From an optimization exercise on the open Yosys and OpenROAD flow, aimed at small area; shortcuts taken in it are not production practice.
The RTL was checked by simulation tests, not by an equivalence proof against the original design.
No activity file was given, so power comes from the tool's default toggle rates. The clock port is modelled as an ideal driver; clocking choices that lean on that would not hold on a real chip.

Design ping_pong_buffer, start of the top module:
module ping_pong_buffer #(
    parameter int DATA_WIDTH = 16,
    parameter int BUFFER_SIZE = 32
) (
    input  logic                  clk,
    input  logic                  rst,
    input  logic                  write_en,
    input  logic [DATA_WIDTH-1:0] write_data,
    output logic                  write_full,
    input  logic                  read_en,
    output logic [DATA_WIDTH-1:0] read_data,
    output logic                  read_empty,
    output logic                  current_write_buffer,
    output logic                  current_read_buffer
);
For scale: ~2500 cells after synthesis, ~1100 flip-flops, about 40 I/O pins, about 30000 um2 of cells after synthesis.
clock: 5.0 ns
lec_check: 0
cap_margin: 20
core_margin: 2
core_utilization: 75
place_density: 0.8
slew_margin: 20
standard.sh (not shown) runs the stock make flow with config.mk's settings and CLKGATE_MAP_FILE= SYNTH_SCRIPT=/design/flow/synth_recipe.tcl, a recipe that flattens the netlist after the stock synthesis.
==> flow/flow/run.sh <==
#!/bin/bash
# Layout with the standard flow (standard synthesis included), changing only
# two placement/CTS choices: ports are buffered with the smallest buffer, and
# clock tree synthesis uses clkbuf_8 leaves without dummy loads.
set -euo pipefail
export BUFFER_PORTS_ARGS="-buffer_cell sky130_fd_sc_hd__buf_1"
export CTS_ARGS="-sink_clustering_enable -repair_clock_nets -dont_use_dummy_load -buf_list sky130_fd_sc_hd__clkbuf_16 -sink_clustering_size 36 -sink_clustering_max_diameter 60"
bash standard.sh > standard.log 2>&1
==> next run, changes <==
--- a/flow/flow/run.sh
+++ b/flow/flow/run.sh
@@ -7 +7 @@
-export CTS_ARGS="-sink_clustering_enable -repair_clock_nets -dont_use_dummy_load -buf_list sky130_fd_sc_hd__clkbuf_16 -sink_clustering_size 36 -sink_clustering_max_diameter 60"
+export CTS_ARGS="-sink_clustering_enable -repair_clock_nets -dont_use_dummy_load -buf_list sky130_fd_sc_hd__clkbuf_8 -sink_clustering_size 21 -sink_clustering_max_diameter 60"
After rerunning:
- The new run passed the timing, design-rule and antenna checks
- die area is unchanged
- non-clock buffer count is unchanged
- worst setup slack gets worse by 71 ps
- first-iteration DRC count goes down by a few percent
- synthesized area is unchanged
- routed wire length fell by a few percent
- final area shrinks slightly
- global-route usage shrinks by 0.36 points
==> next run, changes <==
==> flow/run.sh (new file) <==
#!/bin/bash
# synth_recipe.tcl (not shown) runs the flow's synth.tcl, then flattens the netlist and writes it again
# the make line also repeats each setting of config.mk as NAME=value (left out here)
make -C /OpenROAD-flow-scripts/flow DESIGN_CONFIG=/design/flow/config.mk WORK_HOME=/design/flow/orfs CLKGATE_MAP_FILE= SYNTH_SCRIPT=/design/flow/synth_recipe.tcl finish
CORE_UTILIZATION = 60   (was 75)
CTS_BUF_LIST = sky130_fd_sc_hd__clkbuf_16   (was unset)
CTS_CLUSTER_DIAMETER = 100   (was unset)
CTS_CLUSTER_SIZE = 33   (was unset)
PLACE_DENSITY = unset   (was 0.8)
removed: flow/flow/run.sh
removed: flow/standard.sh
=> Critical path depth is unchanged. Power climbs by 2.3%. First-iteration DRC count drops by 17%. Register-to-register slack improves by 100 ps. Sequential cell count does not change.
==> next run, changes <==
CTS_BUF_LIST = sky130_fd_sc_hd__clkbuf_8   (was sky130_fd_sc_hd__clkbuf_16)
CTS_CLUSTER_DIAMETER = 50   (was 100)
CTS_CLUSTER_SIZE = 20   (was 33)
First-iteration DRC count decreases by 10%.
Setup slack gets worse by 61 ps.
Wire length increases by 0.95%.
Flip-flop and latch count does not change.
Clock-buffer cell count increases by 40.
Maximum frequency decreases by 2.1%.
Combinational power stays flat.
Worst hold slack gets worse by 4.9 ps.
Clock power increases by 12%.
Power increases by 1.9%.
Synthesized cell count stays the same.

========
run 1:
ping_pong_buffer again, from the RTL that the note above started with.
export LEC_CHECK = 0
export CAP_MARGIN = 20
export CORE_MARGIN = 2
export CORE_UTILIZATION = 85
export PLACE_DENSITY = 0.9
export SLEW_MARGIN = 20
create_clock -name core_clock -period 5.0 [get_ports {clk}]
==> flow/flow/run.sh <==
#!/bin/bash
# Layout with the standard flow (standard synthesis included), changing only
# two placement/CTS choices: ports are buffered with the smallest buffer, and
# clock tree synthesis uses clkbuf_8 leaves without dummy loads.
set -euo pipefail
export BUFFER_PORTS_ARGS="-buffer_cell sky130_fd_sc_hd__buf_1"
export CTS_ARGS="-sink_clustering_enable -repair_clock_nets -dont_use_dummy_load -buf_list sky130_fd_sc_hd__clkbuf_8 -sink_clustering_size 20 -sink_clustering_max_diameter 50"
bash standard.sh > standard.log 2>&1
[inputs] run 2 vs run 1
diff --git a/flow/flow/run.sh b/flow/flow/run.sh
--- a/flow/flow/run.sh
+++ b/flow/flow/run.sh
@@ -7 +7 @@
-export CTS_ARGS="-sink_clustering_enable -repair_clock_nets -dont_use_dummy_load -buf_list sky130_fd_sc_hd__clkbuf_8 -sink_clustering_size 20 -sink_clustering_max_diameter 50"
+export CTS_ARGS="-sink_clustering_enable -repair_clock_nets -dont_use_dummy_load -buf_list sky130_fd_sc_hd__clkbuf_8 -sink_clustering_size 21 -sink_clustering_max_diameter 60 -balance_levels"
diff --git a/flow/config.mk b/flow/config.mk
--- a/flow/config.mk
+++ b/flow/config.mk
@@ -10,2 +10,2 @@
-export CORE_UTILIZATION = 85
-export PLACE_DENSITY = 0.9
+export CORE_UTILIZATION = 75
+export PLACE_DENSITY = 0.8
Findings:
- In run 2 relative to run 1, die outline width had gone up by a few percent.
- Compared with run 1, in run 2 growth of design area from synthesis to finish closely matched the old numbers, sequential share of layout area closely matched the old numbers, final setup skew decreased by 14 ps relative to the old numbers, portion of the clock cycle consumed by the worst path in the final layout closely matched the old numbers.
- Setup slack essentially unchanged between run 1 and run 2.
- Run 2 vs run 1, total routing resource utilization after global routing went down by 7.8 points.
- The startpoint of the worst setup timing path comes out read_empty in one run and write_buffer in the other, namely in run 2 and run 1 respectively.
- Between run 1 and run 2, the difference in summed area of non-filler cells in the final layout is negligible.
- Cmp run 1 and run 2 / power / lower: run 2
Input-level comparison between run 3 and run 2:
diff --git a/flow/flow/run.sh b/flow/flow/run.sh
--- a/flow/flow/run.sh
+++ b/flow/flow/run.sh
@@ -7 +7 @@
-export CTS_ARGS="-sink_clustering_enable -repair_clock_nets -dont_use_dummy_load -buf_list sky130_fd_sc_hd__clkbuf_8 -sink_clustering_size 21 -sink_clustering_max_diameter 60 -balance_levels"
+export CTS_ARGS="-sink_clustering_enable -repair_clock_nets -dont_use_dummy_load -buf_list sky130_fd_sc_hd__clkbuf_16 -sink_clustering_size 33 -sink_clustering_max_diameter 100"
diff --git a/flow/config.mk b/flow/config.mk
--- a/flow/config.mk
+++ b/flow/config.mk
@@ -10,2 +10 @@
-export CORE_UTILIZATION = 75
-export PLACE_DENSITY = 0.8
+export CORE_UTILIZATION = 60
[summary]
- Number of buffers added by the clock tree synthesis step, run 3 vs run 2: down by more than a quarter
- Design internal power deteriorates in run 3 relative to run 2.
- Run 3 -> run 2: switching component of the power flat
- On standby leakage power, the higher figure sits with run 3, not run 2.
- Between run 2 and run 3, share of cells above drive strength 1 is lower for run 3, run 2 comes in above that.
The following lists how run 4 was set up differently from run 3:
diff --git a/flow/flow/run.sh b/flow/flow/run.sh
--- a/flow/flow/run.sh
+++ b/flow/flow/run.sh
@@ -7 +7 @@
-export CTS_ARGS="-sink_clustering_enable -repair_clock_nets -dont_use_dummy_load -buf_list sky130_fd_sc_hd__clkbuf_16 -sink_clustering_size 33 -sink_clustering_max_diameter 100"
+export CTS_ARGS="-sink_clustering_enable -repair_clock_nets -dont_use_dummy_load -buf_list sky130_fd_sc_hd__clkbuf_8 -sink_clustering_size 21 -sink_clustering_max_diameter 60"
diff --git a/flow/config.mk b/flow/config.mk
--- a/flow/config.mk
+++ b/flow/config.mk
@@ -8 +8 @@
-export CAP_MARGIN = 20
+export CAP_MARGIN = 0
@@ -10,2 +10,3 @@
-export CORE_UTILIZATION = 60
-export SLEW_MARGIN = 20
+export CORE_UTILIZATION = 75
+export PLACE_DENSITY = 0.8
+export SLEW_MARGIN = 0
[summary]
- Run 4 went all the way through synthesis, placement and routing and the layout is clean on timing, DRC and antenna.
- Switching power total: run 3 vs run 4 — no meaningful difference
- NOTE: post-route clock period utilization in run 4 exceeds that of run 3
- Initial core utilization up 15 points in run 4 wrt run 3
- Compared run 4 vs run 3, and total number of vias is up in run 4.

==> re-timing with driven ports <==
The flow's constraints put no driver on any port. The routed layouts listed below were extracted and timed again, unchanged, in two steps.
Step 1 assumes that a clkbuf_16 drives the clock port and a buf_2 every other input.
Step 2 adds t to the input delays and takes it off the output delays; t is the mean of the earliest and latest rising clock arrival at the registers after step 1. Input paths then give back, and output paths get back, about the clock's delay inside the block.
a / b / c = no drivers / after step 1 / after step 2; a / b = the first two.
run	shift t [ns]	setup slack, ns	worst setup path at the end
the first run of note 1	0.639	2.516 / 2.459 / 2.514	input to register
the second run of note 1	0.706	2.445 / 2.393 / 2.486	input to register
the third run of note 1	0.651	2.132 / 2.075 / 2.145	input to register
the fourth run of note 1	0.713	2.071 / 2.017 / 2.138	input to register
run 1	0.722	2.445 / 2.390 / 2.534	input to register
run 2	0.706	2.445 / 2.393 / 2.486	input to register
run 3	0.643	2.553 / 2.493 / 2.530	input to register
run 4	0.706	2.440 / 2.388 / 2.525	input to register
After both steps setup and hold are still met in every run listed. For run 3, which loses most, drivers alone change the setup slack by -0.060 ns; drivers and shift together by -0.023 ns.
